Source: an optimization exercise on an open RTL-to-GDS flow (aim: small area, a short achievable clock period and few clock cycles). Production flows keep margins and buffers that such runs may drop.
For this run, only the layout was checked, not whether the RTL still works.

**design/flow/run.sh**
```bash
#!/bin/bash
# synth_recipe.tcl (not shown) runs the flow's synth.tcl, then flattens the netlist and writes it again
# the make line also repeats each setting of config.mk as NAME=value (left out here)
make -C /OpenROAD-flow-scripts/flow DESIGN_CONFIG=/design/flow/config.mk WORK_HOME=/design/flow/orfs CLKGATE_MAP_FILE= SYNTH_SCRIPT=/design/flow/synth_recipe.tcl finish
```
**design/flow/config.mk**
```make
export PLATFORM = sky130hd
export DESIGN_NAME = csi_top
export DESIGN_NICKNAME = csi_top
export VERILOG_FILES = /design/flow/design.v
export SDC_FILE = /design/flow/constraint.sdc
export NUM_CORES = 4
export LEC_CHECK = 0
export CAP_MARGIN = 20
export CORE_MARGIN = 2
export CORE_UTILIZATION = 40
export PLACE_DENSITY = 0.6
export SLEW_MARGIN = 20
export SYNTH_HIERARCHICAL = 1
export SYNTH_MINIMUM_KEEP_SIZE = 0
```
**design/flow/constraint.sdc**
```tcl
create_clock -name core_clock -period 17.0 [get_ports {clk}]
set_input_delay 3.4000 -clock core_clock [delete_from_list [all_inputs] [get_ports {clk}]]
set_output_delay 3.4000 -clock core_clock [all_outputs]
set_load 0.01 [all_outputs]
```
**design/flow/design.v**
```verilog
`timescale 1ns/100ps
module csi_fa (
	input  wire a, b, c,
	output wire s, co
);
assign s  = a ^ b ^ c;
assign co = (a & b) | (a & c) | (b & c);
endmodule
module csi_ha (
	input  wire a, b,
	output wire s, co
);
assign s  = a ^ b;
assign co = a & b;
endmodule
`timescale 1ns/100ps
module csi_top (
	input  logic        clk,
	input  logic        rst_n,
	input  logic        start,
	output logic [17:0] sram_addr,
	output logic [15:0] sram_wdata,
	output logic        sram_we_n,
	input  logic [15:0] sram_rdata,
	output logic        done
);
localparam logic [17:0] U_BASE   = 18'd38400;
localparam logic [17:0] V_BASE   = 18'd57600;
localparam logic [17:0] RGB_BASE = 18'd146944;
localparam logic [15:0] C_END    = 16'd38406;
logic        run;
logic [4:0]  ph;        
logic [15:0] c;         
logic [7:0]  col;       
logic [17:0] wc;        
wire wact = (|c[15:3]) | (c[2] & c[1]);    
logic [7:0]  uh, ul, vh, vl;
logic [7:0]  L [0:10];
wire [7:0] ins  = ph[0] ? (c[0] ? vl : vh) : (c[0] ? ul : uh);
wire       head = (col == 8'd0);
wire t157 = (col == 8'd157);
wire t158 = (col == 8'd158);
wire t159 = (col == 8'd159);
wire [7:0] tp1 = t159 ? L[6] : L[4];
wire [7:0] tp2 = t159 ? L[6] : (t158 ? L[4] : L[2]);
wire [7:0] tp3 = t159 ? L[6] : (t158 ? L[4] : (t157 ? L[2] : L[0]));
logic [8:0] ia, ib, ic;
logic [8:0] uo, vo;
wire  [16:0] it_s, it_c;
wire it_n1 = ~ia[0];
wire it_n2, it_n3;
csi_ha u_it_n2 (.a(ia[1]), .b(ia[3]), .s(it_n2), .co(it_n3));
wire it_n4, it_n5;
csi_ha u_it_n4 (.a(ia[0]), .b(~ia[5]), .s(it_n4), .co(it_n5));
wire it_n6 = ~(ia[1] ^ ~ia[6]);
wire it_n7 = ia[1] | ~ia[6];
wire it_n8, it_n9;
csi_fa u_it_n8 (.a(~ib[0]), .b(ib[3]), .c(ib[4]), .s(it_n8), .co(it_n9));
wire it_n10, it_n11;
csi_fa u_it_n10 (.a(ia[2]), .b(~ia[7]), .c(~ib[1]), .s(it_n10), .co(it_n11));
wire it_n12, it_n13;
csi_fa u_it_n12 (.a(ib[4]), .b(ib[5]), .c(ic[3]), .s(it_n12), .co(it_n13));
wire it_n14, it_n15;
csi_ha u_it_n14 (.a(ic[5]), .b(ic[7]), .s(it_n14), .co(it_n15));
wire it_n16, it_n17;
csi_fa u_it_n16 (.a(~ia[8]), .b(~ib[2]), .c(ib[5]), .s(it_n16), .co(it_n17));
wire it_n18, it_n19;
csi_fa u_it_n18 (.a(ib[6]), .b(ic[4]), .c(ic[6]), .s(it_n18), .co(it_n19));
wire it_n20, it_n21;
csi_fa u_it_n20 (.a(ic[8]), .b(it_n2), .c(ia[0]), .s(it_n20), .co(it_n21));
wire it_n22 = ~(ia[2] ^ ia[4]);
wire it_n23 = ia[2] | ia[4];
wire it_n24, it_n25;
csi_fa u_it_n24 (.a(~ib[3]), .b(ib[6]), .c(ib[7]), .s(it_n24), .co(it_n25));
wire it_n26, it_n27;
csi_fa u_it_n26 (.a(ic[5]), .b(ic[7]), .c(it_n3), .s(it_n26), .co(it_n27));
wire it_n28 = ~(ia[3] ^ ia[5]);
wire it_n29 = ia[3] | ia[5];
wire it_n30, it_n31;
csi_fa u_it_n30 (.a(~ib[4]), .b(ib[7]), .c(ib[8]), .s(it_n30), .co(it_n31));
wire it_n32, it_n33;
csi_ha u_it_n32 (.a(ic[6]), .b(ic[8]), .s(it_n32), .co(it_n33));
wire it_n34 = ~(ia[4] ^ ia[6]);
wire it_n35 = ia[4] | ia[6];
wire it_n36, it_n37;
csi_ha u_it_n36 (.a(~ib[5]), .b(ib[8]), .s(it_n36), .co(it_n37));
wire it_n38 = ~ia[5];
wire it_n39, it_n40;
csi_ha u_it_n39 (.a(~ia[3]), .b(ib[0]), .s(it_n39), .co(it_n40));
wire it_n41, it_n42;
csi_fa u_it_n41 (.a(~ia[4]), .b(ib[1]), .c(ib[2]), .s(it_n41), .co(it_n42));
wire it_n43, it_n44;
csi_ha u_it_n43 (.a(ic[0]), .b(ic[2]), .s(it_n43), .co(it_n44));
wire it_n45, it_n46;
csi_fa u_it_n45 (.a(ib[2]), .b(ib[3]), .c(ic[1]), .s(it_n45), .co(it_n46));
wire it_n47, it_n48;
csi_fa u_it_n47 (.a(ic[3]), .b(ic[5]), .c(it_n4), .s(it_n47), .co(it_n48));
wire it_n49, it_n50;
csi_fa u_it_n49 (.a(ic[2]), .b(ic[4]), .c(ic[6]), .s(it_n49), .co(it_n50));
wire it_n51, it_n52;
csi_fa u_it_n51 (.a(it_n6), .b(it_n8), .c(it_n5), .s(it_n51), .co(it_n52));
wire it_n53, it_n54;
csi_fa u_it_n53 (.a(it_n1), .b(it_n10), .c(it_n12), .s(it_n53), .co(it_n54));
wire it_n55, it_n56;
csi_fa u_it_n55 (.a(it_n14), .b(it_n7), .c(it_n9), .s(it_n55), .co(it_n56));
wire it_n57, it_n58;
csi_fa u_it_n57 (.a(it_n16), .b(it_n18), .c(it_n20), .s(it_n57), .co(it_n58));
wire it_n59, it_n60;
csi_fa u_it_n59 (.a(it_n11), .b(it_n13), .c(it_n15), .s(it_n59), .co(it_n60));
wire it_n61, it_n62;
csi_fa u_it_n61 (.a(it_n22), .b(it_n24), .c(it_n26), .s(it_n61), .co(it_n62));
wire it_n63, it_n64;
csi_fa u_it_n63 (.a(it_n17), .b(it_n19), .c(it_n21), .s(it_n63), .co(it_n64));
wire it_n65, it_n66;
csi_fa u_it_n65 (.a(it_n28), .b(it_n30), .c(it_n32), .s(it_n65), .co(it_n66));
wire it_n67, it_n68;
csi_fa u_it_n67 (.a(it_n23), .b(it_n25), .c(it_n27), .s(it_n67), .co(it_n68));
wire it_n69, it_n70;
csi_fa u_it_n69 (.a(ic[7]), .b(it_n34), .c(it_n36), .s(it_n69), .co(it_n70));
wire it_n71, it_n72;
csi_fa u_it_n71 (.a(it_n29), .b(it_n31), .c(it_n33), .s(it_n71), .co(it_n72));
wire it_n73, it_n74;
csi_fa u_it_n73 (.a(ia[7]), .b(~ib[6]), .c(ic[8]), .s(it_n73), .co(it_n74));
wire it_n75, it_n76;
csi_fa u_it_n75 (.a(it_n38), .b(it_n35), .c(it_n37), .s(it_n75), .co(it_n76));
wire it_n77 = ~(ia[6] ^ ia[8]);
wire it_n78 = ia[6] | ia[8];
wire it_n79, it_n80;
csi_ha u_it_n79 (.a(~ib[7]), .b(ia[5]), .s(it_n79), .co(it_n80));
wire it_n81 = ~ia[7];
wire it_n82, it_n83;
csi_ha u_it_n82 (.a(~ia[2]), .b(ib[0]), .s(it_n82), .co(it_n83));
wire it_n84, it_n85;
csi_fa u_it_n84 (.a(ib[1]), .b(ic[1]), .c(ic[3]), .s(it_n84), .co(it_n85));
wire it_n86, it_n87;
csi_fa u_it_n86 (.a(ic[4]), .b(it_n41), .c(it_n43), .s(it_n86), .co(it_n87));
wire it_n88, it_n89;
csi_fa u_it_n88 (.a(it_n45), .b(it_n47), .c(it_n42), .s(it_n88), .co(it_n89));
wire it_n90, it_n91;
csi_fa u_it_n90 (.a(it_n49), .b(it_n51), .c(it_n46), .s(it_n90), .co(it_n91));
wire it_n92, it_n93;
csi_fa u_it_n92 (.a(it_n53), .b(it_n55), .c(it_n50), .s(it_n92), .co(it_n93));
wire it_n94, it_n95;
csi_fa u_it_n94 (.a(it_n57), .b(it_n59), .c(it_n54), .s(it_n94), .co(it_n95));
wire it_n96, it_n97;
csi_fa u_it_n96 (.a(it_n61), .b(it_n63), .c(it_n58), .s(it_n96), .co(it_n97));
wire it_n98, it_n99;
csi_fa u_it_n98 (.a(it_n65), .b(it_n67), .c(it_n62), .s(it_n98), .co(it_n99));
wire it_n100, it_n101;
csi_fa u_it_n100 (.a(it_n69), .b(it_n71), .c(it_n66), .s(it_n100), .co(it_n101));
wire it_n102, it_n103;
csi_fa u_it_n102 (.a(it_n73), .b(it_n75), .c(it_n70), .s(it_n102), .co(it_n103));
wire it_n104, it_n105;
csi_fa u_it_n104 (.a(it_n77), .b(it_n79), .c(it_n74), .s(it_n104), .co(it_n105));
wire it_n106, it_n107;
csi_fa u_it_n106 (.a(~ib[8]), .b(it_n81), .c(it_n78), .s(it_n106), .co(it_n107));
wire it_n108 = ~ia[8];
wire it_n109 = ~~ia[0];
wire it_n110, it_n111;
csi_ha u_it_n110 (.a(~ia[1]), .b(ic[1]), .s(it_n110), .co(it_n111));
wire it_n112, it_n113;
csi_fa u_it_n112 (.a(ic[0]), .b(ic[2]), .c(it_n82), .s(it_n112), .co(it_n113));
wire it_n114, it_n115;
csi_fa u_it_n114 (.a(it_n39), .b(it_n84), .c(it_n83), .s(it_n114), .co(it_n115));
wire it_n116, it_n117;
csi_fa u_it_n116 (.a(it_n40), .b(it_n86), .c(it_n85), .s(it_n116), .co(it_n117));
wire it_n118, it_n119;
csi_fa u_it_n118 (.a(it_n44), .b(it_n88), .c(it_n87), .s(it_n118), .co(it_n119));
wire it_n120, it_n121;
csi_fa u_it_n120 (.a(it_n48), .b(it_n90), .c(it_n89), .s(it_n120), .co(it_n121));
wire it_n122, it_n123;
csi_fa u_it_n122 (.a(it_n52), .b(it_n92), .c(it_n91), .s(it_n122), .co(it_n123));
wire it_n124, it_n125;
csi_fa u_it_n124 (.a(it_n56), .b(it_n94), .c(it_n93), .s(it_n124), .co(it_n125));
wire it_n126, it_n127;
csi_fa u_it_n126 (.a(it_n60), .b(it_n96), .c(it_n95), .s(it_n126), .co(it_n127));
wire it_n128, it_n129;
csi_fa u_it_n128 (.a(it_n64), .b(it_n98), .c(it_n97), .s(it_n128), .co(it_n129));
wire it_n130, it_n131;
csi_fa u_it_n130 (.a(it_n68), .b(it_n100), .c(it_n99), .s(it_n130), .co(it_n131));
wire it_n132, it_n133;
csi_fa u_it_n132 (.a(it_n72), .b(it_n102), .c(it_n101), .s(it_n132), .co(it_n133));
wire it_n134, it_n135;
csi_fa u_it_n134 (.a(it_n76), .b(it_n104), .c(it_n103), .s(it_n134), .co(it_n135));
wire it_n136, it_n137;
csi_fa u_it_n136 (.a(it_n80), .b(it_n106), .c(it_n105), .s(it_n136), .co(it_n137));
wire it_n138, it_n139;
csi_fa u_it_n138 (.a(ia[7]), .b(it_n108), .c(it_n107), .s(it_n138), .co(it_n139));
wire it_n140 = ~ia[8];
assign it_s = {it_n140, it_n138, it_n136, it_n134, it_n132, it_n130, it_n128, it_n126, it_n124, it_n122, it_n120, it_n118, it_n116, it_n114, it_n112, it_n110, ic[0]};
assign it_c = {it_n139, it_n137, it_n135, it_n133, it_n131, it_n129, it_n127, it_n125, it_n123, it_n121, it_n119, it_n117, it_n115, it_n113, it_n111, ~ia[0], it_n109};
wire [16:0] isum = it_s + it_c;
wire [8:0]  ires = isum[16:8];
function automatic logic [8:0] ex(input logic [7:0] s);    
	ex = {s[7], ~s[7], s[6:0]};
endfunction
logic [7:0] ycur, ylo;         
logic [8:0] xcur;              
logic       selb;              
logic [8:0] gnu, gnv;          
wire [7:0]  rb_y = ycur;
wire [8:0]  rb_x = xcur;
wire        rb_selb = selb;
wire [7:0]  g_y = ycur;
wire [8:0]  g_nu = gnu;
wire [8:0]  g_nv = gnv;
wire [26:0] rbt_s, rbt_c, gt_s, gt_c;
wire rbt_n1 = ~~rb_y[6];
wire rbt_n2, rbt_n3;
csi_ha u_rbt_n2 (.a(rb_y[0]), .b(~rb_y[7]), .s(rbt_n2), .co(rbt_n3));
wire rbt_n4, rbt_n5;
csi_fa u_rbt_n4 (.a(rb_y[0]), .b(rb_y[2]), .c(rb_x[4]), .s(rbt_n4), .co(rbt_n5));
wire rbt_n6, rbt_n7;
csi_fa u_rbt_n6 (.a(rb_y[1]), .b(rb_y[3]), .c(rb_x[5]), .s(rbt_n6), .co(rbt_n7));
wire rbt_n8, rbt_n9;
csi_fa u_rbt_n8 (.a(rb_y[0]), .b(rb_y[2]), .c(rb_y[4]), .s(rbt_n8), .co(rbt_n9));
wire rbt_n10 = ~(rb_y[1] ^ rb_y[3]);
wire rbt_n11 = rb_y[1] | rb_y[3];
wire rbt_n12, rbt_n13;
csi_ha u_rbt_n12 (.a(rb_y[5]), .b(rb_x[7]), .s(rbt_n12), .co(rbt_n13));
wire rbt_n14 = ~(rb_y[2] ^ rb_y[4]);
wire rbt_n15 = rb_y[2] | rb_y[4];
wire rbt_n16, rbt_n17;
csi_fa u_rbt_n16 (.a(rb_y[6]), .b(rb_x[8]), .c((rb_selb ? rb_x[5] : rb_x[0])), .s(rbt_n16), .co(rbt_n17));
wire rbt_n18, rbt_n19;
csi_fa u_rbt_n18 (.a(rb_y[0]), .b(rb_y[3]), .c(rb_y[5]), .s(rbt_n18), .co(rbt_n19));
wire rbt_n20, rbt_n21;
csi_fa u_rbt_n20 (.a(rb_y[7]), .b((~rb_selb & rb_x[0])), .c((rb_selb ? rb_x[6] : rb_x[1])), .s(rbt_n20), .co(rbt_n21));
wire rbt_n22, rbt_n23;
csi_fa u_rbt_n22 (.a(rb_y[1]), .b(rb_y[4]), .c(rb_y[6]), .s(rbt_n22), .co(rbt_n23));
wire rbt_n24, rbt_n25;
csi_ha u_rbt_n24 (.a((rb_selb ? rb_x[0] : rb_x[1])), .b((rb_selb ? rb_x[7] : rb_x[2])), .s(rbt_n24), .co(rbt_n25));
wire rbt_n26, rbt_n27;
csi_fa u_rbt_n26 (.a(rb_y[2]), .b(rb_y[5]), .c(rb_y[7]), .s(rbt_n26), .co(rbt_n27));
wire rbt_n28, rbt_n29;
csi_fa u_rbt_n28 (.a((rb_selb ? rb_x[1] : rb_x[2])), .b((rb_selb ? rb_x[8] : rb_x[3])), .c((~rb_selb & rb_x[6])), .s(rbt_n28), .co(rbt_n29));
wire rbt_n30, rbt_n31;
csi_fa u_rbt_n30 (.a(rb_y[3]), .b(rb_y[6]), .c((rb_selb ? rb_x[2] : rb_x[3])), .s(rbt_n30), .co(rbt_n31));
wire rbt_n32, rbt_n33;
csi_ha u_rbt_n32 (.a((~rb_selb & rb_x[4])), .b((~rb_selb & rb_x[7])), .s(rbt_n32), .co(rbt_n33));
wire rbt_n34, rbt_n35;
csi_fa u_rbt_n34 (.a(rb_y[4]), .b(rb_y[7]), .c((rb_selb ? rb_x[3] : rb_x[4])), .s(rbt_n34), .co(rbt_n35));
wire rbt_n36, rbt_n37;
csi_ha u_rbt_n36 (.a(~rb_y[2]), .b(rb_x[0]), .s(rbt_n36), .co(rbt_n37));
wire rbt_n38, rbt_n39;
csi_fa u_rbt_n38 (.a(~rb_y[3]), .b(rb_x[1]), .c(rb_x[4]), .s(rbt_n38), .co(rbt_n39));
wire rbt_n40 = ~(~rb_y[4] ^ rb_x[2]);
wire rbt_n41 = ~rb_y[4] | rb_x[2];
wire rbt_n42, rbt_n43;
csi_ha u_rbt_n42 (.a(rb_x[5]), .b(rb_x[6]), .s(rbt_n42), .co(rbt_n43));
wire rbt_n44, rbt_n45;
csi_fa u_rbt_n44 (.a(~rb_y[5]), .b(rb_x[0]), .c(rb_x[3]), .s(rbt_n44), .co(rbt_n45));
wire rbt_n46, rbt_n47;
csi_fa u_rbt_n46 (.a(rb_x[6]), .b(rb_x[7]), .c((rb_selb & rb_x[4])), .s(rbt_n46), .co(rbt_n47));
wire rbt_n48, rbt_n49;
csi_fa u_rbt_n48 (.a(rb_x[1]), .b(rb_x[4]), .c(rb_x[7]), .s(rbt_n48), .co(rbt_n49));
wire rbt_n50, rbt_n51;
csi_fa u_rbt_n50 (.a(rb_x[8]), .b((rb_selb & rb_x[5])), .c(rbt_n1), .s(rbt_n50), .co(rbt_n51));
wire rbt_n52, rbt_n53;
csi_fa u_rbt_n52 (.a(rb_x[2]), .b(rb_x[5]), .c(rb_x[8]), .s(rbt_n52), .co(rbt_n53));
wire rbt_n54, rbt_n55;
csi_fa u_rbt_n54 (.a((rb_selb & rb_x[6])), .b(rbt_n2), .c(~rb_y[6]), .s(rbt_n54), .co(rbt_n55));
wire rbt_n56, rbt_n57;
csi_fa u_rbt_n56 (.a(rb_y[1]), .b(rb_x[3]), .c(rb_x[6]), .s(rbt_n56), .co(rbt_n57));
wire rbt_n58, rbt_n59;
csi_fa u_rbt_n58 (.a((rb_selb & rb_x[0])), .b((rb_selb & rb_x[7])), .c(rbt_n3), .s(rbt_n58), .co(rbt_n59));
wire rbt_n60, rbt_n61;
csi_fa u_rbt_n60 (.a(rb_x[7]), .b((rb_selb & rb_x[1])), .c((rb_selb & rb_x[8])), .s(rbt_n60), .co(rbt_n61));
wire rbt_n62, rbt_n63;
csi_fa u_rbt_n62 (.a((~rb_selb & rb_x[0])), .b(~rb_selb), .c(rbt_n4), .s(rbt_n62), .co(rbt_n63));
wire rbt_n64, rbt_n65;
csi_fa u_rbt_n64 (.a(rb_x[8]), .b((rb_selb & rb_x[2])), .c((~rb_selb & rb_x[0])), .s(rbt_n64), .co(rbt_n65));
wire rbt_n66, rbt_n67;
csi_fa u_rbt_n66 (.a((~rb_selb & rb_x[1])), .b(rbt_n6), .c(rbt_n5), .s(rbt_n66), .co(rbt_n67));
wire rbt_n68, rbt_n69;
csi_fa u_rbt_n68 (.a(rb_x[6]), .b((rb_selb & rb_x[3])), .c((~rb_selb & rb_x[1])), .s(rbt_n68), .co(rbt_n69));
wire rbt_n70, rbt_n71;
csi_fa u_rbt_n70 (.a((~rb_selb & rb_x[2])), .b(rbt_n8), .c(rbt_n7), .s(rbt_n70), .co(rbt_n71));
wire rbt_n72, rbt_n73;
csi_fa u_rbt_n72 (.a((rb_selb & rb_x[4])), .b((~rb_selb & rb_x[2])), .c((~rb_selb & rb_x[3])), .s(rbt_n72), .co(rbt_n73));
wire rbt_n74, rbt_n75;
csi_fa u_rbt_n74 (.a(rbt_n10), .b(rbt_n12), .c(rbt_n9), .s(rbt_n74), .co(rbt_n75));
wire rbt_n76, rbt_n77;
csi_fa u_rbt_n76 (.a((~rb_selb & rb_x[3])), .b((~rb_selb & rb_x[4])), .c(rbt_n14), .s(rbt_n76), .co(rbt_n77));
wire rbt_n78, rbt_n79;
csi_fa u_rbt_n78 (.a(rbt_n16), .b(rbt_n11), .c(rbt_n13), .s(rbt_n78), .co(rbt_n79));
wire rbt_n80, rbt_n81;
csi_fa u_rbt_n80 (.a((~rb_selb & rb_x[4])), .b((~rb_selb & rb_x[5])), .c(rbt_n18), .s(rbt_n80), .co(rbt_n81));
wire rbt_n82, rbt_n83;
csi_fa u_rbt_n82 (.a(rbt_n20), .b(rbt_n15), .c(rbt_n17), .s(rbt_n82), .co(rbt_n83));
wire rbt_n84, rbt_n85;
csi_fa u_rbt_n84 (.a((~rb_selb & rb_x[5])), .b((~rb_selb & rb_x[6])), .c(rbt_n22), .s(rbt_n84), .co(rbt_n85));
wire rbt_n86, rbt_n87;
csi_fa u_rbt_n86 (.a(rbt_n24), .b(rbt_n19), .c(rbt_n21), .s(rbt_n86), .co(rbt_n87));
wire rbt_n88, rbt_n89;
csi_fa u_rbt_n88 (.a((~rb_selb & rb_x[7])), .b(~rb_selb), .c(rbt_n26), .s(rbt_n88), .co(rbt_n89));
wire rbt_n90, rbt_n91;
csi_fa u_rbt_n90 (.a(rbt_n28), .b(rbt_n23), .c(rbt_n25), .s(rbt_n90), .co(rbt_n91));
wire rbt_n92, rbt_n93;
csi_fa u_rbt_n92 (.a((~rb_selb & rb_x[8])), .b(rb_selb), .c(rbt_n30), .s(rbt_n92), .co(rbt_n93));
wire rbt_n94, rbt_n95;
csi_fa u_rbt_n94 (.a(rbt_n32), .b(rbt_n27), .c(rbt_n29), .s(rbt_n94), .co(rbt_n95));
wire rbt_n96, rbt_n97;
csi_fa u_rbt_n96 (.a((~rb_selb & rb_x[5])), .b((~rb_selb & rb_x[8])), .c(~rb_selb), .s(rbt_n96), .co(rbt_n97));
wire rbt_n98, rbt_n99;
csi_fa u_rbt_n98 (.a(rbt_n34), .b(rbt_n31), .c(rbt_n33), .s(rbt_n98), .co(rbt_n99));
wire rbt_n100, rbt_n101;
csi_fa u_rbt_n100 (.a(rb_y[5]), .b((rb_selb ? rb_x[4] : rb_x[5])), .c((~rb_selb & rb_x[6])), .s(rbt_n100), .co(rbt_n101));
wire rbt_n102, rbt_n103;
csi_ha u_rbt_n102 (.a(rb_selb), .b(rbt_n35), .s(rbt_n102), .co(rbt_n103));
wire rbt_n104 = ~(rb_y[6] ^ (rb_selb ? rb_x[5] : rb_x[6]));
wire rbt_n105 = rb_y[6] | (rb_selb ? rb_x[5] : rb_x[6]);
wire rbt_n106, rbt_n107;
csi_ha u_rbt_n106 (.a(rb_y[7]), .b((rb_selb ? rb_x[6] : rb_x[7])), .s(rbt_n106), .co(rbt_n107));
wire rbt_n108 = ~~rb_y[0];
wire rbt_n109, rbt_n110;
csi_fa u_rbt_n109 (.a(~rb_y[1]), .b(rb_x[2]), .c(rb_x[3]), .s(rbt_n109), .co(rbt_n110));
wire rbt_n111, rbt_n112;
csi_fa u_rbt_n111 (.a(rb_x[3]), .b(rb_x[4]), .c((rb_selb & rb_x[1])), .s(rbt_n111), .co(rbt_n112));
wire rbt_n113, rbt_n114;
csi_fa u_rbt_n113 (.a(rb_x[5]), .b((rb_selb & rb_x[2])), .c(rbt_n38), .s(rbt_n113), .co(rbt_n114));
wire rbt_n115, rbt_n116;
csi_fa u_rbt_n115 (.a((rb_selb & rb_x[3])), .b(rbt_n40), .c(rbt_n42), .s(rbt_n115), .co(rbt_n116));
wire rbt_n117, rbt_n118;
csi_fa u_rbt_n117 (.a(rbt_n44), .b(rbt_n46), .c(rbt_n41), .s(rbt_n117), .co(rbt_n118));
wire rbt_n119, rbt_n120;
csi_fa u_rbt_n119 (.a(rbt_n48), .b(rbt_n50), .c(rbt_n45), .s(rbt_n119), .co(rbt_n120));
wire rbt_n121, rbt_n122;
csi_fa u_rbt_n121 (.a(rbt_n52), .b(rbt_n54), .c(rbt_n49), .s(rbt_n121), .co(rbt_n122));
wire rbt_n123, rbt_n124;
csi_fa u_rbt_n123 (.a(rbt_n56), .b(rbt_n58), .c(rbt_n53), .s(rbt_n123), .co(rbt_n124));
wire rbt_n125, rbt_n126;
csi_fa u_rbt_n125 (.a(rbt_n60), .b(rbt_n62), .c(rbt_n57), .s(rbt_n125), .co(rbt_n126));
wire rbt_n127, rbt_n128;
csi_fa u_rbt_n127 (.a(rbt_n64), .b(rbt_n66), .c(rbt_n61), .s(rbt_n127), .co(rbt_n128));
wire rbt_n129, rbt_n130;
csi_fa u_rbt_n129 (.a(rbt_n68), .b(rbt_n70), .c(rbt_n65), .s(rbt_n129), .co(rbt_n130));
wire rbt_n131, rbt_n132;
csi_fa u_rbt_n131 (.a(rbt_n72), .b(rbt_n74), .c(rbt_n69), .s(rbt_n131), .co(rbt_n132));
wire rbt_n133, rbt_n134;
csi_fa u_rbt_n133 (.a(rbt_n76), .b(rbt_n78), .c(rbt_n73), .s(rbt_n133), .co(rbt_n134));
wire rbt_n135, rbt_n136;
csi_fa u_rbt_n135 (.a(rbt_n80), .b(rbt_n82), .c(rbt_n77), .s(rbt_n135), .co(rbt_n136));
wire rbt_n137, rbt_n138;
csi_fa u_rbt_n137 (.a(rbt_n84), .b(rbt_n86), .c(rbt_n81), .s(rbt_n137), .co(rbt_n138));
wire rbt_n139, rbt_n140;
csi_fa u_rbt_n139 (.a(rbt_n88), .b(rbt_n90), .c(rbt_n85), .s(rbt_n139), .co(rbt_n140));
wire rbt_n141, rbt_n142;
csi_fa u_rbt_n141 (.a(rbt_n92), .b(rbt_n94), .c(rbt_n89), .s(rbt_n141), .co(rbt_n142));
wire rbt_n143, rbt_n144;
csi_fa u_rbt_n143 (.a(rbt_n96), .b(rbt_n98), .c(rbt_n93), .s(rbt_n143), .co(rbt_n144));
wire rbt_n145, rbt_n146;
csi_fa u_rbt_n145 (.a(rbt_n100), .b(rbt_n102), .c(rbt_n97), .s(rbt_n145), .co(rbt_n146));
wire rbt_n147, rbt_n148;
csi_fa u_rbt_n147 (.a((~rb_selb & rb_x[7])), .b(rbt_n104), .c(rbt_n101), .s(rbt_n147), .co(rbt_n148));
wire rbt_n149, rbt_n150;
csi_fa u_rbt_n149 (.a((~rb_selb & rb_x[8])), .b(rb_selb), .c(rbt_n106), .s(rbt_n149), .co(rbt_n150));
wire rbt_n151, rbt_n152;
csi_ha u_rbt_n151 (.a((rb_selb ? rb_x[7] : rb_x[8])), .b(rb_selb), .s(rbt_n151), .co(rbt_n152));
wire rbt_n153, rbt_n154;
csi_ha u_rbt_n153 (.a(rb_x[1]), .b(rb_x[2]), .s(rbt_n153), .co(rbt_n154));
wire rbt_n155, rbt_n156;
csi_fa u_rbt_n155 (.a((rb_selb & rb_x[0])), .b(rbt_n109), .c(~rb_y[0]), .s(rbt_n155), .co(rbt_n156));
wire rbt_n157, rbt_n158;
csi_fa u_rbt_n157 (.a(rbt_n36), .b(rbt_n111), .c(rbt_n110), .s(rbt_n157), .co(rbt_n158));
wire rbt_n159, rbt_n160;
csi_fa u_rbt_n159 (.a(rbt_n37), .b(rbt_n113), .c(rbt_n112), .s(rbt_n159), .co(rbt_n160));
wire rbt_n161, rbt_n162;
csi_fa u_rbt_n161 (.a(rbt_n39), .b(rbt_n115), .c(rbt_n114), .s(rbt_n161), .co(rbt_n162));
wire rbt_n163, rbt_n164;
csi_fa u_rbt_n163 (.a(rbt_n43), .b(rbt_n117), .c(rbt_n116), .s(rbt_n163), .co(rbt_n164));
wire rbt_n165, rbt_n166;
csi_fa u_rbt_n165 (.a(rbt_n47), .b(rbt_n119), .c(rbt_n118), .s(rbt_n165), .co(rbt_n166));
wire rbt_n167, rbt_n168;
csi_fa u_rbt_n167 (.a(rbt_n51), .b(rbt_n121), .c(rbt_n120), .s(rbt_n167), .co(rbt_n168));
wire rbt_n169, rbt_n170;
csi_fa u_rbt_n169 (.a(rbt_n55), .b(rbt_n123), .c(rbt_n122), .s(rbt_n169), .co(rbt_n170));
wire rbt_n171, rbt_n172;
csi_fa u_rbt_n171 (.a(rbt_n59), .b(rbt_n125), .c(rbt_n124), .s(rbt_n171), .co(rbt_n172));
wire rbt_n173, rbt_n174;
csi_fa u_rbt_n173 (.a(rbt_n63), .b(rbt_n127), .c(rbt_n126), .s(rbt_n173), .co(rbt_n174));
wire rbt_n175, rbt_n176;
csi_fa u_rbt_n175 (.a(rbt_n67), .b(rbt_n129), .c(rbt_n128), .s(rbt_n175), .co(rbt_n176));
wire rbt_n177, rbt_n178;
csi_fa u_rbt_n177 (.a(rbt_n71), .b(rbt_n131), .c(rbt_n130), .s(rbt_n177), .co(rbt_n178));
wire rbt_n179, rbt_n180;
csi_fa u_rbt_n179 (.a(rbt_n75), .b(rbt_n133), .c(rbt_n132), .s(rbt_n179), .co(rbt_n180));
wire rbt_n181, rbt_n182;
csi_fa u_rbt_n181 (.a(rbt_n79), .b(rbt_n135), .c(rbt_n134), .s(rbt_n181), .co(rbt_n182));
wire rbt_n183, rbt_n184;
csi_fa u_rbt_n183 (.a(rbt_n83), .b(rbt_n137), .c(rbt_n136), .s(rbt_n183), .co(rbt_n184));
wire rbt_n185, rbt_n186;
csi_fa u_rbt_n185 (.a(rbt_n87), .b(rbt_n139), .c(rbt_n138), .s(rbt_n185), .co(rbt_n186));
wire rbt_n187, rbt_n188;
csi_fa u_rbt_n187 (.a(rbt_n91), .b(rbt_n141), .c(rbt_n140), .s(rbt_n187), .co(rbt_n188));
wire rbt_n189, rbt_n190;
csi_fa u_rbt_n189 (.a(rbt_n95), .b(rbt_n143), .c(rbt_n142), .s(rbt_n189), .co(rbt_n190));
wire rbt_n191, rbt_n192;
csi_fa u_rbt_n191 (.a(rbt_n99), .b(rbt_n145), .c(rbt_n144), .s(rbt_n191), .co(rbt_n192));
wire rbt_n193, rbt_n194;
csi_fa u_rbt_n193 (.a(rbt_n103), .b(rbt_n147), .c(rbt_n146), .s(rbt_n193), .co(rbt_n194));
wire rbt_n195, rbt_n196;
csi_fa u_rbt_n195 (.a(rbt_n105), .b(rbt_n149), .c(rbt_n148), .s(rbt_n195), .co(rbt_n196));
wire rbt_n197, rbt_n198;
csi_fa u_rbt_n197 (.a(rbt_n107), .b(rbt_n151), .c(rbt_n150), .s(rbt_n197), .co(rbt_n198));
wire rbt_n199, rbt_n200;
csi_fa u_rbt_n199 (.a((rb_selb & rb_x[8])), .b(~rb_selb), .c(rbt_n152), .s(rbt_n199), .co(rbt_n200));
assign rbt_s = {1'b1, rbt_n199, rbt_n197, rbt_n195, rbt_n193, rbt_n191, rbt_n189, rbt_n187, rbt_n185, rbt_n183, rbt_n181, rbt_n179, rbt_n177, rbt_n175, rbt_n173, rbt_n171, rbt_n169, rbt_n167, rbt_n165, rbt_n163, rbt_n161, rbt_n159, rbt_n157, rbt_n155, rbt_n108, rb_x[0], rb_x[0]};
assign rbt_c = {rbt_n200, rbt_n198, rbt_n196, rbt_n194, rbt_n192, rbt_n190, rbt_n188, rbt_n186, rbt_n184, rbt_n182, rbt_n180, rbt_n178, rbt_n176, rbt_n174, rbt_n172, rbt_n170, rbt_n168, rbt_n166, rbt_n164, rbt_n162, rbt_n160, rbt_n158, rbt_n156, rbt_n154, rbt_n153, rb_x[1], 1'b0};
wire gt_n1, gt_n2;
csi_ha u_gt_n1 (.a(g_y[0]), .b(g_y[3]), .s(gt_n1), .co(gt_n2));
wire gt_n3 = ~(g_y[1] ^ g_y[4]);
wire gt_n4 = g_y[1] | g_y[4];
wire gt_n5, gt_n6;
csi_ha u_gt_n5 (.a(g_y[2]), .b(g_y[5]), .s(gt_n5), .co(gt_n6));
wire gt_n7 = ~g_y[1];
wire gt_n8, gt_n9;
csi_fa u_gt_n8 (.a(g_y[0]), .b(g_y[2]), .c(g_y[4]), .s(gt_n8), .co(gt_n9));
wire gt_n10 = ~(g_y[1] ^ g_y[3]);
wire gt_n11 = g_y[1] | g_y[3];
wire gt_n12, gt_n13;
csi_fa u_gt_n12 (.a(g_y[5]), .b(g_nu[0]), .c(g_nu[1]), .s(gt_n12), .co(gt_n13));
wire gt_n14, gt_n15;
csi_fa u_gt_n14 (.a(g_y[2]), .b(g_y[4]), .c(g_y[6]), .s(gt_n14), .co(gt_n15));
wire gt_n16, gt_n17;
csi_fa u_gt_n16 (.a(g_nu[1]), .b(g_nu[2]), .c(g_nu[5]), .s(gt_n16), .co(gt_n17));
wire gt_n18, gt_n19;
csi_ha u_gt_n18 (.a(g_nv[0]), .b(g_nv[1]), .s(gt_n18), .co(gt_n19));
wire gt_n20, gt_n21;
csi_fa u_gt_n20 (.a(g_y[5]), .b(g_y[7]), .c(g_nu[2]), .s(gt_n20), .co(gt_n21));
wire gt_n22, gt_n23;
csi_fa u_gt_n22 (.a(g_nu[3]), .b(g_nu[6]), .c(g_nv[1]), .s(gt_n22), .co(gt_n23));
wire gt_n24, gt_n25;
csi_fa u_gt_n24 (.a(g_nv[2]), .b(g_nv[4]), .c(gt_n1), .s(gt_n24), .co(gt_n25));
wire gt_n26, gt_n27;
csi_fa u_gt_n26 (.a(g_y[6]), .b(g_nu[3]), .c(g_nu[4]), .s(gt_n26), .co(gt_n27));
wire gt_n28, gt_n29;
csi_fa u_gt_n28 (.a(g_nu[7]), .b(g_nv[2]), .c(g_nv[3]), .s(gt_n28), .co(gt_n29));
wire gt_n30, gt_n31;
csi_fa u_gt_n30 (.a(g_nv[5]), .b(gt_n3), .c(gt_n2), .s(gt_n30), .co(gt_n31));
wire gt_n32, gt_n33;
csi_fa u_gt_n32 (.a(g_y[7]), .b(g_nu[4]), .c(g_nu[5]), .s(gt_n32), .co(gt_n33));
wire gt_n34, gt_n35;
csi_fa u_gt_n34 (.a(g_nu[8]), .b(g_nv[3]), .c(g_nv[4]), .s(gt_n34), .co(gt_n35));
wire gt_n36, gt_n37;
csi_fa u_gt_n36 (.a(g_nv[6]), .b(gt_n5), .c(gt_n4), .s(gt_n36), .co(gt_n37));
wire gt_n38 = ~(g_y[3] ^ g_y[6]);
wire gt_n39 = g_y[3] | g_y[6];
wire gt_n40, gt_n41;
csi_fa u_gt_n40 (.a(g_nu[5]), .b(g_nu[6]), .c(g_nv[4]), .s(gt_n40), .co(gt_n41));
wire gt_n42, gt_n43;
csi_fa u_gt_n42 (.a(g_nv[5]), .b(g_nv[7]), .c(gt_n6), .s(gt_n42), .co(gt_n43));
wire gt_n44 = ~(g_y[4] ^ g_y[7]);
wire gt_n45 = g_y[4] | g_y[7];
wire gt_n46, gt_n47;
csi_fa u_gt_n46 (.a(g_nu[6]), .b(g_nu[7]), .c(g_nv[5]), .s(gt_n46), .co(gt_n47));
wire gt_n48, gt_n49;
csi_ha u_gt_n48 (.a(g_nv[6]), .b(g_nv[8]), .s(gt_n48), .co(gt_n49));
wire gt_n50 = ~(g_y[5] ^ g_nu[7]);
wire gt_n51 = g_y[5] | g_nu[7];
wire gt_n52, gt_n53;
csi_ha u_gt_n52 (.a(g_nu[8]), .b(g_nv[6]), .s(gt_n52), .co(gt_n53));
wire gt_n54 = ~~g_y[2];
wire gt_n55 = ~(~g_y[3] ^ g_nu[1]);
wire gt_n56 = ~g_y[3] | g_nu[1];
wire gt_n57, gt_n58;
csi_ha u_gt_n57 (.a(g_nu[2]), .b(g_nv[0]), .s(gt_n57), .co(gt_n58));
wire gt_n59 = ~(~g_y[4] ^ g_nu[2]);
wire gt_n60 = ~g_y[4] | g_nu[2];
wire gt_n61, gt_n62;
csi_fa u_gt_n61 (.a(g_nu[3]), .b(g_nv[1]), .c(g_nv[6]), .s(gt_n61), .co(gt_n62));
wire gt_n63, gt_n64;
csi_fa u_gt_n63 (.a(~g_y[5]), .b(g_nu[3]), .c(g_nu[4]), .s(gt_n63), .co(gt_n64));
wire gt_n65, gt_n66;
csi_ha u_gt_n65 (.a(g_nv[2]), .b(g_nv[7]), .s(gt_n65), .co(gt_n66));
wire gt_n67 = ~(~g_y[6] ^ g_nu[4]);
wire gt_n68 = ~g_y[6] | g_nu[4];
wire gt_n69, gt_n70;
csi_fa u_gt_n69 (.a(g_nu[5]), .b(g_nv[3]), .c(g_nv[8]), .s(gt_n69), .co(gt_n70));
wire gt_n71 = ~(g_y[0] ^ ~g_y[7]);
wire gt_n72 = g_y[0] | ~g_y[7];
wire gt_n73, gt_n74;
csi_fa u_gt_n73 (.a(g_nu[5]), .b(g_nu[6]), .c(g_nv[4]), .s(gt_n73), .co(gt_n74));
wire gt_n75 = ~(g_y[1] ^ g_nu[0]);
wire gt_n76 = g_y[1] | g_nu[0];
wire gt_n77, gt_n78;
csi_fa u_gt_n77 (.a(g_nu[6]), .b(g_nu[7]), .c(g_nv[5]), .s(gt_n77), .co(gt_n78));
wire gt_n79, gt_n80;
csi_fa u_gt_n79 (.a(g_y[0]), .b(g_y[2]), .c(g_nu[1]), .s(gt_n79), .co(gt_n80));
wire gt_n81, gt_n82;
csi_fa u_gt_n81 (.a(g_nu[7]), .b(g_nu[8]), .c(g_nv[6]), .s(gt_n81), .co(gt_n82));
wire gt_n83, gt_n84;
csi_fa u_gt_n83 (.a(g_y[3]), .b(g_nu[2]), .c(g_nu[8]), .s(gt_n83), .co(gt_n84));
wire gt_n85, gt_n86;
csi_fa u_gt_n85 (.a(g_nv[0]), .b(g_nv[7]), .c(gt_n7), .s(gt_n85), .co(gt_n86));
wire gt_n87, gt_n88;
csi_fa u_gt_n87 (.a(g_nu[0]), .b(g_nu[3]), .c(g_nv[1]), .s(gt_n87), .co(gt_n88));
wire gt_n89, gt_n90;
csi_fa u_gt_n89 (.a(g_nv[8]), .b(gt_n8), .c(g_y[1]), .s(gt_n89), .co(gt_n90));
wire gt_n91, gt_n92;
csi_fa u_gt_n91 (.a(g_nu[4]), .b(g_nv[0]), .c(g_nv[2]), .s(gt_n91), .co(gt_n92));
wire gt_n93, gt_n94;
csi_fa u_gt_n93 (.a(gt_n10), .b(gt_n12), .c(gt_n9), .s(gt_n93), .co(gt_n94));
wire gt_n95, gt_n96;
csi_fa u_gt_n95 (.a(g_nv[3]), .b(gt_n14), .c(gt_n16), .s(gt_n95), .co(gt_n96));
wire gt_n97, gt_n98;
csi_fa u_gt_n97 (.a(gt_n18), .b(gt_n11), .c(gt_n13), .s(gt_n97), .co(gt_n98));
wire gt_n99, gt_n100;
csi_fa u_gt_n99 (.a(gt_n20), .b(gt_n22), .c(gt_n24), .s(gt_n99), .co(gt_n100));
wire gt_n101, gt_n102;
csi_fa u_gt_n101 (.a(gt_n15), .b(gt_n17), .c(gt_n19), .s(gt_n101), .co(gt_n102));
wire gt_n103, gt_n104;
csi_fa u_gt_n103 (.a(gt_n26), .b(gt_n28), .c(gt_n30), .s(gt_n103), .co(gt_n104));
wire gt_n105, gt_n106;
csi_fa u_gt_n105 (.a(gt_n21), .b(gt_n23), .c(gt_n25), .s(gt_n105), .co(gt_n106));
wire gt_n107, gt_n108;
csi_fa u_gt_n107 (.a(gt_n32), .b(gt_n34), .c(gt_n36), .s(gt_n107), .co(gt_n108));
wire gt_n109, gt_n110;
csi_fa u_gt_n109 (.a(gt_n27), .b(gt_n29), .c(gt_n31), .s(gt_n109), .co(gt_n110));
wire gt_n111, gt_n112;
csi_fa u_gt_n111 (.a(gt_n38), .b(gt_n40), .c(gt_n42), .s(gt_n111), .co(gt_n112));
wire gt_n113, gt_n114;
csi_fa u_gt_n113 (.a(gt_n33), .b(gt_n35), .c(gt_n37), .s(gt_n113), .co(gt_n114));
wire gt_n115, gt_n116;
csi_fa u_gt_n115 (.a(gt_n44), .b(gt_n46), .c(gt_n48), .s(gt_n115), .co(gt_n116));
wire gt_n117, gt_n118;
csi_fa u_gt_n117 (.a(gt_n39), .b(gt_n41), .c(gt_n43), .s(gt_n117), .co(gt_n118));
wire gt_n119, gt_n120;
csi_fa u_gt_n119 (.a(g_nv[7]), .b(gt_n50), .c(gt_n52), .s(gt_n119), .co(gt_n120));
wire gt_n121, gt_n122;
csi_fa u_gt_n121 (.a(gt_n45), .b(gt_n47), .c(gt_n49), .s(gt_n121), .co(gt_n122));
wire gt_n123, gt_n124;
csi_fa u_gt_n123 (.a(g_y[6]), .b(g_nu[8]), .c(g_nv[7]), .s(gt_n123), .co(gt_n124));
wire gt_n125, gt_n126;
csi_fa u_gt_n125 (.a(g_nv[8]), .b(gt_n51), .c(gt_n53), .s(gt_n125), .co(gt_n126));
wire gt_n127 = ~g_y[7];
wire gt_n128 = ~~g_y[1];
wire gt_n129, gt_n130;
csi_fa u_gt_n129 (.a(g_nu[0]), .b(g_nu[1]), .c(g_nv[4]), .s(gt_n129), .co(gt_n130));
wire gt_n131, gt_n132;
csi_fa u_gt_n131 (.a(g_nv[5]), .b(gt_n55), .c(gt_n57), .s(gt_n131), .co(gt_n132));
wire gt_n133, gt_n134;
csi_fa u_gt_n133 (.a(gt_n59), .b(gt_n61), .c(gt_n56), .s(gt_n133), .co(gt_n134));
wire gt_n135, gt_n136;
csi_fa u_gt_n135 (.a(gt_n63), .b(gt_n65), .c(gt_n60), .s(gt_n135), .co(gt_n136));
wire gt_n137, gt_n138;
csi_fa u_gt_n137 (.a(gt_n67), .b(gt_n69), .c(gt_n64), .s(gt_n137), .co(gt_n138));
wire gt_n139, gt_n140;
csi_fa u_gt_n139 (.a(gt_n71), .b(gt_n73), .c(gt_n68), .s(gt_n139), .co(gt_n140));
wire gt_n141, gt_n142;
csi_fa u_gt_n141 (.a(gt_n75), .b(gt_n77), .c(gt_n72), .s(gt_n141), .co(gt_n142));
wire gt_n143, gt_n144;
csi_fa u_gt_n143 (.a(gt_n79), .b(gt_n81), .c(gt_n76), .s(gt_n143), .co(gt_n144));
wire gt_n145, gt_n146;
csi_fa u_gt_n145 (.a(gt_n83), .b(gt_n85), .c(gt_n80), .s(gt_n145), .co(gt_n146));
wire gt_n147, gt_n148;
csi_fa u_gt_n147 (.a(gt_n87), .b(gt_n89), .c(gt_n84), .s(gt_n147), .co(gt_n148));
wire gt_n149, gt_n150;
csi_fa u_gt_n149 (.a(gt_n91), .b(gt_n93), .c(gt_n88), .s(gt_n149), .co(gt_n150));
wire gt_n151, gt_n152;
csi_fa u_gt_n151 (.a(gt_n95), .b(gt_n97), .c(gt_n92), .s(gt_n151), .co(gt_n152));
wire gt_n153, gt_n154;
csi_fa u_gt_n153 (.a(gt_n99), .b(gt_n101), .c(gt_n96), .s(gt_n153), .co(gt_n154));
wire gt_n155, gt_n156;
csi_fa u_gt_n155 (.a(gt_n103), .b(gt_n105), .c(gt_n100), .s(gt_n155), .co(gt_n156));
wire gt_n157, gt_n158;
csi_fa u_gt_n157 (.a(gt_n107), .b(gt_n109), .c(gt_n104), .s(gt_n157), .co(gt_n158));
wire gt_n159, gt_n160;
csi_fa u_gt_n159 (.a(gt_n111), .b(gt_n113), .c(gt_n108), .s(gt_n159), .co(gt_n160));
wire gt_n161, gt_n162;
csi_fa u_gt_n161 (.a(gt_n115), .b(gt_n117), .c(gt_n112), .s(gt_n161), .co(gt_n162));
wire gt_n163, gt_n164;
csi_fa u_gt_n163 (.a(gt_n119), .b(gt_n121), .c(gt_n116), .s(gt_n163), .co(gt_n164));
wire gt_n165, gt_n166;
csi_fa u_gt_n165 (.a(gt_n123), .b(gt_n125), .c(gt_n120), .s(gt_n165), .co(gt_n166));
wire gt_n167, gt_n168;
csi_fa u_gt_n167 (.a(g_nv[8]), .b(gt_n127), .c(gt_n124), .s(gt_n167), .co(gt_n168));
wire gt_n169 = ~~g_y[0];
wire gt_n170, gt_n171;
csi_fa u_gt_n170 (.a(g_nu[0]), .b(g_nv[3]), .c(gt_n128), .s(gt_n170), .co(gt_n171));
wire gt_n172, gt_n173;
csi_fa u_gt_n172 (.a(gt_n54), .b(gt_n129), .c(~g_y[1]), .s(gt_n172), .co(gt_n173));
wire gt_n174, gt_n175;
csi_fa u_gt_n174 (.a(~g_y[2]), .b(gt_n131), .c(gt_n130), .s(gt_n174), .co(gt_n175));
wire gt_n176, gt_n177;
csi_fa u_gt_n176 (.a(gt_n58), .b(gt_n133), .c(gt_n132), .s(gt_n176), .co(gt_n177));
wire gt_n178, gt_n179;
csi_fa u_gt_n178 (.a(gt_n62), .b(gt_n135), .c(gt_n134), .s(gt_n178), .co(gt_n179));
wire gt_n180, gt_n181;
csi_fa u_gt_n180 (.a(gt_n66), .b(gt_n137), .c(gt_n136), .s(gt_n180), .co(gt_n181));
wire gt_n182, gt_n183;
csi_fa u_gt_n182 (.a(gt_n70), .b(gt_n139), .c(gt_n138), .s(gt_n182), .co(gt_n183));
wire gt_n184, gt_n185;
csi_fa u_gt_n184 (.a(gt_n74), .b(gt_n141), .c(gt_n140), .s(gt_n184), .co(gt_n185));
wire gt_n186, gt_n187;
csi_fa u_gt_n186 (.a(gt_n78), .b(gt_n143), .c(gt_n142), .s(gt_n186), .co(gt_n187));
wire gt_n188, gt_n189;
csi_fa u_gt_n188 (.a(gt_n82), .b(gt_n145), .c(gt_n144), .s(gt_n188), .co(gt_n189));
wire gt_n190, gt_n191;
csi_fa u_gt_n190 (.a(gt_n86), .b(gt_n147), .c(gt_n146), .s(gt_n190), .co(gt_n191));
wire gt_n192, gt_n193;
csi_fa u_gt_n192 (.a(gt_n90), .b(gt_n149), .c(gt_n148), .s(gt_n192), .co(gt_n193));
wire gt_n194, gt_n195;
csi_fa u_gt_n194 (.a(gt_n94), .b(gt_n151), .c(gt_n150), .s(gt_n194), .co(gt_n195));
wire gt_n196, gt_n197;
csi_fa u_gt_n196 (.a(gt_n98), .b(gt_n153), .c(gt_n152), .s(gt_n196), .co(gt_n197));
wire gt_n198, gt_n199;
csi_fa u_gt_n198 (.a(gt_n102), .b(gt_n155), .c(gt_n154), .s(gt_n198), .co(gt_n199));
wire gt_n200, gt_n201;
csi_fa u_gt_n200 (.a(gt_n106), .b(gt_n157), .c(gt_n156), .s(gt_n200), .co(gt_n201));
wire gt_n202, gt_n203;
csi_fa u_gt_n202 (.a(gt_n110), .b(gt_n159), .c(gt_n158), .s(gt_n202), .co(gt_n203));
wire gt_n204, gt_n205;
csi_fa u_gt_n204 (.a(gt_n114), .b(gt_n161), .c(gt_n160), .s(gt_n204), .co(gt_n205));
wire gt_n206, gt_n207;
csi_fa u_gt_n206 (.a(gt_n118), .b(gt_n163), .c(gt_n162), .s(gt_n206), .co(gt_n207));
wire gt_n208, gt_n209;
csi_fa u_gt_n208 (.a(gt_n122), .b(gt_n165), .c(gt_n164), .s(gt_n208), .co(gt_n209));
wire gt_n210, gt_n211;
csi_fa u_gt_n210 (.a(gt_n126), .b(gt_n167), .c(gt_n166), .s(gt_n210), .co(gt_n211));
wire gt_n212, gt_n213;
csi_ha u_gt_n212 (.a(g_y[7]), .b(gt_n168), .s(gt_n212), .co(gt_n213));
assign gt_s = {1'b1, 1'b1, gt_n212, gt_n210, gt_n208, gt_n206, gt_n204, gt_n202, gt_n200, gt_n198, gt_n196, gt_n194, gt_n192, gt_n190, gt_n188, gt_n186, gt_n184, gt_n182, gt_n180, gt_n178, gt_n176, gt_n174, gt_n172, gt_n170, g_nv[2], g_nv[1], 1'b1};
assign gt_c = {1'b0, gt_n213, gt_n211, gt_n209, gt_n207, gt_n205, gt_n203, gt_n201, gt_n199, gt_n197, gt_n195, gt_n193, gt_n191, gt_n189, gt_n187, gt_n185, gt_n183, gt_n181, gt_n179, gt_n177, gt_n175, gt_n173, gt_n171, ~g_y[0], gt_n169, 1'b0, g_nv[0]};
wire [16:0] rb_lo = {1'b0, rbt_s[15:0]} + {1'b0, rbt_c[15:0]};
wire [16:0] g_lo  = {1'b0, gt_s[15:0]} + {1'b0, gt_c[15:0]};
logic [10:0] rb_hs, rb_hc, g_hs, g_hc;
logic        rb_cy, g_cy;
function automatic logic [7:0] clip(input logic [10:0] h);   
	if (h[10])
		clip = 8'd0;
	else if (h[9] | h[8])
		clip = 8'd255;
	else
		clip = h[7:0];
endfunction
wire [10:0] rb_h = rb_hs + rb_hc + {10'd0, rb_cy};
wire [10:0] g_h  = g_hs + g_hc + {10'd0, g_cy};
wire [7:0]  rb   = clip(rb_h);
wire [7:0]  gg   = clip(g_h);
logic [7:0] bbuf;
always_ff @(posedge clk or negedge rst_n) begin
	if (!rst_n) begin
		run       <= 1'b0;
		done      <= 1'b0;
		sram_we_n <= 1'b1;
	end else begin
		sram_we_n <= ~(run & wact & (ph[1] | ph[3] | ph[4]));
		if (!run) begin
			if (start) begin
				run  <= 1'b1;
				done <= 1'b0;
			end
		end else if (ph[0] && c == C_END) begin
			run  <= 1'b0;
			done <= 1'b1;
		end
	end
end
always_ff @(posedge clk) begin
	if (!run) begin
		ph  <= 5'b00001;
		c   <= 16'd0;
		col <= 8'd155;
		wc  <= RGB_BASE;
	end else begin
		ph <= {ph[3:0], ph[4]};
		if (ph[4]) begin
			c   <= c + 16'd1;
			col <= (col == 8'd159) ? 8'd0 : col + 8'd1;
		end
		if (wact & (ph[1] | ph[3] | ph[4]))
			wc <= wc + 18'd1;
	end
end
always_ff @(posedge clk) begin
	if (ph[0])
		sram_addr <= {2'b00, c - 16'd5};
	else if (ph[2])
		sram_addr <= (c[0] ? U_BASE : V_BASE) + {3'b000, c[15:1]};
	else
		sram_addr <= wc;
	sram_wdata[15:8] <= ph[1] ? rb : (ph[3] ? bbuf : gg);
	sram_wdata[7:0]  <= ph[1] ? gg : rb;
	if (ph[2])
		bbuf <= rb;
end
always_ff @(posedge clk) begin
	if (ph[3]) begin
		ycur <= sram_rdata[15:8];
		ylo  <= sram_rdata[7:0];
	end else if (ph[1]) begin
		ycur <= ylo;
	end
	if (ph[0] & c[0])
		{vh, vl} <= sram_rdata;
	if (ph[0] & ~c[0])
		{uh, ul} <= sram_rdata;
	if (run & (ph[0] | ph[2])) begin
		L[0] <= ins;
		for (int i = 1; i <= 10; i++)
			L[i] <= L[i-1];
		if (head) begin
			L[8]  <= L[5];
			L[10] <= L[5];
		end
	end
end
always_ff @(posedge clk) begin
	xcur <= ph[4] ? ex(L[7]) : (ph[0] ? ex(L[6]) : (ph[1] ? vo : uo));
	selb <= ph[0] | ph[2];
	gnu  <= ~(ph[4] ? ex(L[6]) : uo);
	gnv  <= ~(ph[4] ? ex(L[7]) : vo);
	ia <= {1'b0, L[6]} + {1'b0, tp1};
	ib <= {1'b0, L[8]} + {1'b0, tp2};
	ic <= {1'b0, L[10]} + {1'b0, tp3};
	if (ph[3])
		vo <= ires;
	if (ph[4])
		uo <= ires;
	rb_hs <= rbt_s[26:16];
	rb_hc <= rbt_c[26:16];
	rb_cy <= rb_lo[16];
	g_hs  <= gt_s[26:16];
	g_hc  <= gt_c[26:16];
	g_cy  <= g_lo[16];
end
endmodule
```
==> results.txt <==
==> worst max path at each step <==
stage,startpoint,end
global placement,sram_rdata[10],ycur[2]
floorplan,ia[1],uo[8]
finish,sram_we_n,sram_we_n
detailed placement,ia[1],uo[8]
global route,sram_we_n,sram_we_n
CTS,sram_we_n,sram_we_n
==> state kept, by name (all words and copies together), names as in the netlist, 9 cells and up <==
name        flops
wc             18
ib              9
ia              9
c              16
vo              9
gnv             9
g_hc           10
sram_addr      18
L              88
g_hs            9
xcur            9
rb_hc          11
ic              9
rb_hs          10
sram_wdata     16
gnu             9
uo              9
==> worst reg2reg max path: stages (launching register included) <==
cell,delay [ns]
dfxtp_1,0.32
ha_1,0.31
fa_1,0.53
fa_1,0.46
fa_1,0.51
fa_1,0.41
ha_1,0.36
a21o_1,0.20
a21oi_1,0.18
o2bb2ai_1,0.13
o22a_1,0.28
and4_1,0.22
or3_1,0.38
==> modules after synthesis, one instance, submodules excluded <==
module	flip-flops and latches	cells	area, sq um	copies in the design
csi_fa	0	1	20.0	223
csi_top	343	1416	16000	1
csi_ha	0	1	12.5	28
==> logic make-up (layout without fill, tap and decap cells) <==
logic type               Yosys count  count (layout)  synth area share
multiplexers                      79              79            0.0443
AO/OA/AOI/OAI                    247             247            0.0793
AND/OR/NAND/NOR                  360             360            0.0885
flip-flops                       343             343             0.408
buffers and inverters            176             258            0.0345
XOR/XNOR                          87              87            0.0369
adder cells (fa/ha/maj)          375             375             0.308
==> cells in the final DEF, fill, tap and decap left out, types with 5 or more instances in the layout <==
cell type,synthesis,layout
a21oi_1,55,55
nor3_1,10,10
or2_2,15,14
clkdlybuf4s50_1,0,54
nor2b_1,26,26
a22o_1,8,8
ha_1,144,144
clkinv_2,0,5
and3_1,13,13
clkinvlp_4,0,7
o21ai_0,73,73
fa_1,231,231
nand2b_1,14,14
o21a_1,8,8
clkbuf_16,0,39
buf_4,0,11
nor4_1,6,6
o2111a_1,6,6
mux4_2,8,8
o211ai_1,9,9
a21o_1,18,18
dfxtp_1,178,175
inv_1,122,122
xor2_1,32,32
edfxtp_1,162,162
mux2i_1,46,46
nand4_1,19,19
nand2_1,104,104
nand3_1,39,39
clkbuf_1,34,7
o211ai_2,5,5
mux2_2,25,25
or3_1,12,12
nor2_1,51,50
xnor2_1,54,54
a21boi_0,7,7
o2111ai_1,10,10
and2_1,36,36
a211oi_1,11,11
==> metrics by stage <==
step	area (sq um)	utilization
floorplan	20800	-
global placement	22100	0.429
detailed placement	22100	0.429
CTS	23300	0.454
global route	23300	0.454
finish	23300	0.454
==> layout make-up <==
class | instances | area, sq um
Tap cell | 680 | 851
Multi-Input combinational cell | 1148 | 11600
Clock buffer | 46 | 1000
Clock inverter | 24 | 259
Fill cell | 4666 | 28100
Sequential cell | 343 | 8510
Timing Repair Buffer | 66 | 634
Inverter | 122 | 458
==> routing by layer <==
metal	GRT usage	up-vias	part of all wire
met5	0	-	0
met4	0.0549	0	0.022
met3	0.0259	60	0.041
met2	0.281	241	0.47
met1	0.247	6291	0.47
li1	-	5908	-
==> impl_results.md <==
* CTS buffer count at 38
* Leading area contributor after synthesis: edfxtp_1
* Synth async-reset ratio at 0.00875
* Clock Sinks at 343
* Starting density of the core at 0.405
* Worst Skew at 0.0264 ns
* Placer Congestion at 0.881
* # Max-Cap Violations at 0
* CP arrival at 1.60 ns
* Grt ovf at 0
* Startpoint type of the worst setup path: register
* Post-route insts no fill at 2429
* Worst-margin pin slew at 0.943 ns
* Placed cells at 2359
* R2R Setup Slk at 12.44 ns
* Delay-heaviest family, CP: buffers and inverters
* Detailed-route wire length at 45.9 mm
* Root Driver: clkbuf_16
* Fin nets at 2113
* Netlist Area Pre-Place at 20800 sq um
* Crit path time final at 5.00 ns
* Setup-failing EPs final at 0
* Gr usage total at 0.176
* CTS resizes at 0
* Outcome: no timing/DRC/antenna violations
* Total negative slack at 0 ns
* Die Width at 232 um
* Routed Antenna Nets at 0
* Worst slack, placed at 12.46 ns
* Critical path fanouts, max at 1
* Share of post-route cells with drive strength above 1 at 0.0835
* Synth top area cells: edfxtp_1, fa_1, dfxtp_1, ha_1, xnor2_1
* Die Y at 232 um
* DRT Pass-1 Iters at 4
* Reg2reg end: uo[8]
* Required @ worst endpoint at 13.60 ns
* Detailed-placement wirelength estimate at 34.8 mm
* Sequential area share after synthesis at 0.408
* Hold_ws at 0.407 ns
* Hold path cells at 0
* Worst Reg2Reg Path Length in Cells at 12
* Iter 0 DRT Violations at 774
* Yosys reg bits at 343
* Slowest-stage cell, CP: clkdlybuf4s50_1
* Final WS setup at 12.00 ns
* Post-CTS Setup Bufs at 0
* FF-to-FF Start: ia[1]
* Most instantiated cells after synthesis: fa_1, dfxtp_1, edfxtp_1
* Top-count cell post-synth: fa_1
* Vias at 12500
* Levels on crit path at 1
* # diodes at 0
* CP Buf/Inv Count at 1
* Wire per inst at 18.9 um
* Hold Vio Cnt, Final at 0
* CP Class: reg -> out
* Main synth FF type: dfxtp_1
* Worst-Skew Late Latency at 0.57 ns
* Warnings, synthesis at 8
* Clock slew at reported path FFs at 0.06 ns
* CP endpoint kind: output port
* Initial antenna violation count at 0
* Row Count at 83
* Post-CTS Hold Buffers at 0
* Cell breakdown of the critical path: clkdlybuf4s50_1
* Worst relative slew slack at 0.369
* Mapped Avg Cell Area at 12.5 sq um
* Num ports at 55
* H-tree depth at 2
* Final Slew Violations at 0
* Min-Delay Path Class: reg -> reg
* Clock tree from TritonCTS: built
* Period utilization at 0.294
* Drt via density at 5.15
* Post-Synthesis Cells at 1667
* Die area at 53900 sq um
* Largest net degree at the start of global routing at 89
* Number of flops mapped to enable cells by yosys at 162
* CP max stage delay at 0.53 ns
* Unrepaired setup endpoints after global routing: false
* Synthesized Nets at 2061
* Yosys cell types at 71
* First-pass GRT wire length at 73.4 mm
* HP Start: L[3][5]
* Port Buffers at 54
* Top-area cell type share of the netlist area at 0.233
* Area of the core at 51400 sq um
* DRC viols at 0
* Clk buf depth at 3
* Worst Hold Endpoint: L[4][5]
* Fmax achieved at 0.200 GHz
* Area Growth Syn to Fin at 12.0%
* Vias in the first global route at 13147

==> re-timing with driven ports <==
Ports are ideal in the flow. The routed layout listed here was re-timed in OpenROAD. Step 1, drivers: a clkbuf_16 drives clk and a buf_2 each remaining input, both assumed. Step 2 times the ports against the registers' clock, not the clock port: input delays grow and output delays shrink by t, the midpoint of the rising clock arrivals with the driver on. a / b / c = ideal ports / drivers / drivers and shift; a / b = the first two.
t (ns): 0.617
setup WS [ns]: 11.996 / 11.940 / 12.438
latest minus earliest clock arrival (ns): 0.030 / 0.029
worst register clock-pin slew, ns: 0.07 / 0.07
worst slew at a driven data input, ns: 0.05
After both steps setup and hold are still met in this run. The setup slack of this run moves by -0.056 ns with the drivers and by +0.442 ns with both steps.
